What follows belongs to an exercise in optimizing a design on an open flow for small area; a production flow would make more cautious choices. In this exercise RTL edits were held to simulation tests only and were not proved equivalent to the original. No activity file was given, so power comes from the tool's default toggle rates.

build 39:
## router_top
module router_top(clock,resetn,pkt_valid,read_enb_0,read_enb_1,read_enb_2,data_in,
                  busy,err,vld_out_0,vld_out_1,vld_out_2,data_out_0,data_out_1,data_out_2);
Size: roughly 1400 cells after synthesis, roughly 470 flip-flops, ~19000 um^2 of cells after synthesis.
Settings: LEC_CHECK=0, ABC_AREA=1, CAP_MARGIN=20, CORE_MARGIN=2, CORE_UTILIZATION=40, CTS_BUF_LIST=sky130_fd_sc_hd__clkbuf_16, CTS_CLUSTER_DIAMETER=80, CTS_CLUSTER_SIZE=25, SLEW_MARGIN=20; clock period 5.0 ns.
run.sh (not shown) runs the stock make flow with config.mk's settings and CLKGATE_MAP_FILE= SYNTH_SCRIPT=/design/flow/synth_recipe.tcl, a recipe that flattens the netlist after the stock synthesis.
[inputs] build 65 vs build 39
Settings: CTS_CLUSTER_SIZE now 32, was 25; CTS_CLUSTER_DIAMETER now 60, was 80.
- Build 39 and build 65 ended up with roughly the same switching power share of the total.
- Build 65 reached the final stage; the timing, design-rule and antenna checks on its layout passed.
- Taking build 39 as the reference, in build 65 worst path arrival time higher; number of instances in the placed design now sits at about the same level; routed wirelength normalized by instance count shows a reduction of about 0.54%.
Setup changes, build 65 to build 3
Settings: CTS_CLUSTER_DIAMETER: 60 -> 80; CTS_CLUSTER_SIZE: 32 -> 25; SETUP_SLACK_MARGIN: unset -> -0.9.
## What came out
Build 3 ended with less utilization after layout than build 65. Weighted congestion reported at the end of routability-driven placement (build 3 over build 65): decrease, about 0.4%. Delta (build 3 minus build 65): fraction of met1 tracks used by global routing went down, proportion of register bits with asynchronous set or reset after synthesis level, relative slew slack flat, multi-input gate share of the layout cell area went up 0.22 points. Taking build 3 as 1.0, build 65 lands at 1.3 on highest net fanout along the worst path. Looking at leakage component of the power, build 3 sits below build 65. In the tables for build 65 and build 3, overall routing resource usage reads higher with build 65. Comparing the two runs side by side, build 3 comes out ahead of build 65 on post-route cell area.
Input changes introduced in build 33 (baseline for comparison: build 3):
Settings: CTS_CLUSTER_SIZE now 30, was 25.
Part of the total power dissipated in sequential elements (higher): build 33
Wire length of the first global-routing pass across build 33 and build 3: no real change.
Register-to-register slack: build 3 vs build 33, no meaningful difference
Between build 33 and build 3, the data-path buffer share of cell area in the final layout does not differ in any meaningful way.
Build 33 and build 3 ended up with nearly the same cell area.


Another version of the RTL of router_top (not shown whole).
Size in the first run: ~43 I/O pins.
export LEC_CHECK = 0
export ABC_AREA = 1
export CAP_MARGIN = 0
export CORE_MARGIN = 2
export CORE_UTILIZATION = 65
export CTS_BUF_LIST = sky130_fd_sc_hd__clkbuf_16
export CTS_CLUSTER_DIAMETER = 80
export CTS_CLUSTER_SIZE = 25
export GPL_ROUTABILITY_DRIVEN = 1
export PLACE_DENSITY = 0.75
export SETUP_SLACK_MARGIN = -0.9
export SLEW_MARGIN = 0
create_clock -name core_clock -period 5.0 [get_ports {clock}]
standard.sh (not shown) runs the stock make flow with config.mk's settings and CLKGATE_MAP_FILE= SYNTH_SCRIPT=/design/flow/synth_recipe.tcl, a recipe that flattens the netlist after the stock synthesis.
==> flow/flow/run.sh <==
#!/bin/bash
# Own layout flow: the standard synthesis, then the combinational logic
# between the (unchanged) registers is mapped again with a stronger ABC
# script, then the standard layout from the new netlist. Ports are
# buffered with the smallest buffer.
set -euo pipefail
HERE=$(pwd)
R=$HERE/orfs/results/$FLOW_PLATFORM/router_top/base
LIB=$FLOW_HOME/platforms/$FLOW_PLATFORM/lib/sky130_fd_sc_hd__tt_025C_1v80.lib
YOSYS=$(command -v yosys || echo "$FLOW_HOME/../tools/install/yosys/bin/yosys")

bash standard.sh synth > synth.log 2>&1

cp "$R/1_2_yosys.v" "$HERE/std_synth.v"
sed -e "s|@LIB@|$LIB|g" -e "s|@IN@|$HERE/std_synth.v|g" -e "s|@OUT@|$HERE/remapped.v|g" \
    -e "s|@ABC@|$HERE/flow/remap.abc|g" flow/remap.ys.in > remap.ys
"$YOSYS" -s remap.ys > remap.log 2>&1

cp "$HERE/remapped.v" "$R/1_2_yosys.v"
rm -f "$R/1_synth.odb" "$R/1_synth.sdc"

export BUFFER_PORTS_ARGS="-buffer_cell sky130_fd_sc_hd__buf_1"
bash standard.sh finish > layout.log 2>&1
==> flow/flow/remap.abc <==
strash
&get -n
&fraig -x
&put
scorr
dc2
strash
&get -n
&deepsyn -T 60
&dch -f
&nf -R 1000
&put
strash
&get -n
&dch -f
&nf -R 1000
&put
==> flow/flow/remap.ys.in <==
read_liberty -ignore_miss_func @LIB@
read_verilog @IN@
hierarchy -top router_top
setattr -mod -set keep_hierarchy 1 sky130_fd_sc_hd__df* sky130_fd_sc_hd__edf*
flatten
opt_clean
abc -liberty @LIB@ -dont_use sky130_fd_sc_hd__lpflow_* -dont_use sky130_fd_sc_hd__probe* -script @ABC@
read_liberty -overwrite -lib @LIB@
splitnets
opt_clean -purge router_top
hilomap -singleton -hicell sky130_fd_sc_hd__conb_1 HI -locell sky130_fd_sc_hd__conb_1 LO
insbuf -buf sky130_fd_sc_hd__buf_4 A X
opt_clean -purge router_top
check -assert router_top
rename -hide w:*$func$*
stat -liberty @LIB@ router_top
select router_top
write_verilog -noattr -nohex -nodec -selected @OUT@
The baseline produced a clean layout.
Then changed:
--- a/flow/config.mk
+++ b/flow/config.mk
@@ -9 +9 @@
-export CAP_MARGIN = 0
+export CAP_MARGIN = 10
@@ -15 +14,0 @@
-export GPL_ROUTABILITY_DRIVEN = 1
@@ -18 +17 @@
-export SLEW_MARGIN = 0
+export SLEW_MARGIN = 10
The new run finished with timing, DRC and antenna clean; routed wire length is unchanged; total power is unchanged; sequential power is about the same.
Then changed:
--- a/flow/config.mk
+++ b/flow/config.mk
@@ -11 +11 @@
-export CORE_UTILIZATION = 65
+export CORE_UTILIZATION = 55
@@ -15 +15 @@
-export PLACE_DENSITY = 0.75
+export PLACE_DENSITY = 0.7
Effect:
- routed wire length is about the same
- worst hold slack stays flat
- total power stays flat
- clock power hardly moves
- area after synthesis stays the same
- sequential power is about the same

## separate check: timing with driven ports
How much do the figures lean on ideal ports? The routed layouts below were timed once more, with nothing changed but the port constraints.
Step 1 (the two cells are an assumption about what drives the block):
set clk [get_ports {clock}]
set_driving_cell -lib_cell sky130_fd_sc_hd__clkbuf_16 $clk
set_driving_cell -lib_cell sky130_fd_sc_hd__buf_2 [delete_from_list [all_inputs] $clk]
Step 2, shift: input delay + t, output delay - t, t = (earliest + latest rising clock arrival at the registers) / 2. This alone moves slack from input paths to output paths.
Slacks: ideal ports / drivers / drivers and shift; pairs: ideal ports / drivers.
| run | t (ns) | setup slack, ns | hold WS [ns] | latest minus earliest clock arrival (ns) |
|---|---|---|---|---|
| build 39 | 0.620 | 1.864 / 1.864 / 1.864 | 0.446 / 0.446 / 0.446 | 0.036 / 0.036 |
| build 65 | 0.650 | 1.858 / 1.858 / 1.858 | 0.439 / 0.439 / 0.439 | 0.036 / 0.036 |
| build 3 | 0.605 | 1.764 / 1.764 / 1.764 | 0.440 / 0.440 / 0.440 | 0.020 / 0.020 |
| build 33 | 0.590 | 1.756 / 1.756 / 1.756 | 0.440 / 0.440 / 0.440 | 0.038 / 0.038 |
| the first run of note 2 | 0.591 | 1.745 / 1.745 / 1.745 | 0.452 / 0.452 / 0.452 | 0.012 / 0.013 |
| the second run of note 2 | 0.591 | 1.745 / 1.745 / 1.745 | 0.452 / 0.452 / 0.452 | 0.012 / 0.013 |
| the third run of note 2 | 0.583 | 2.049 / 2.049 / 2.049 | 0.453 / 0.453 / 0.453 | 0.011 / 0.011 |
After both steps every run listed still meets setup and hold.
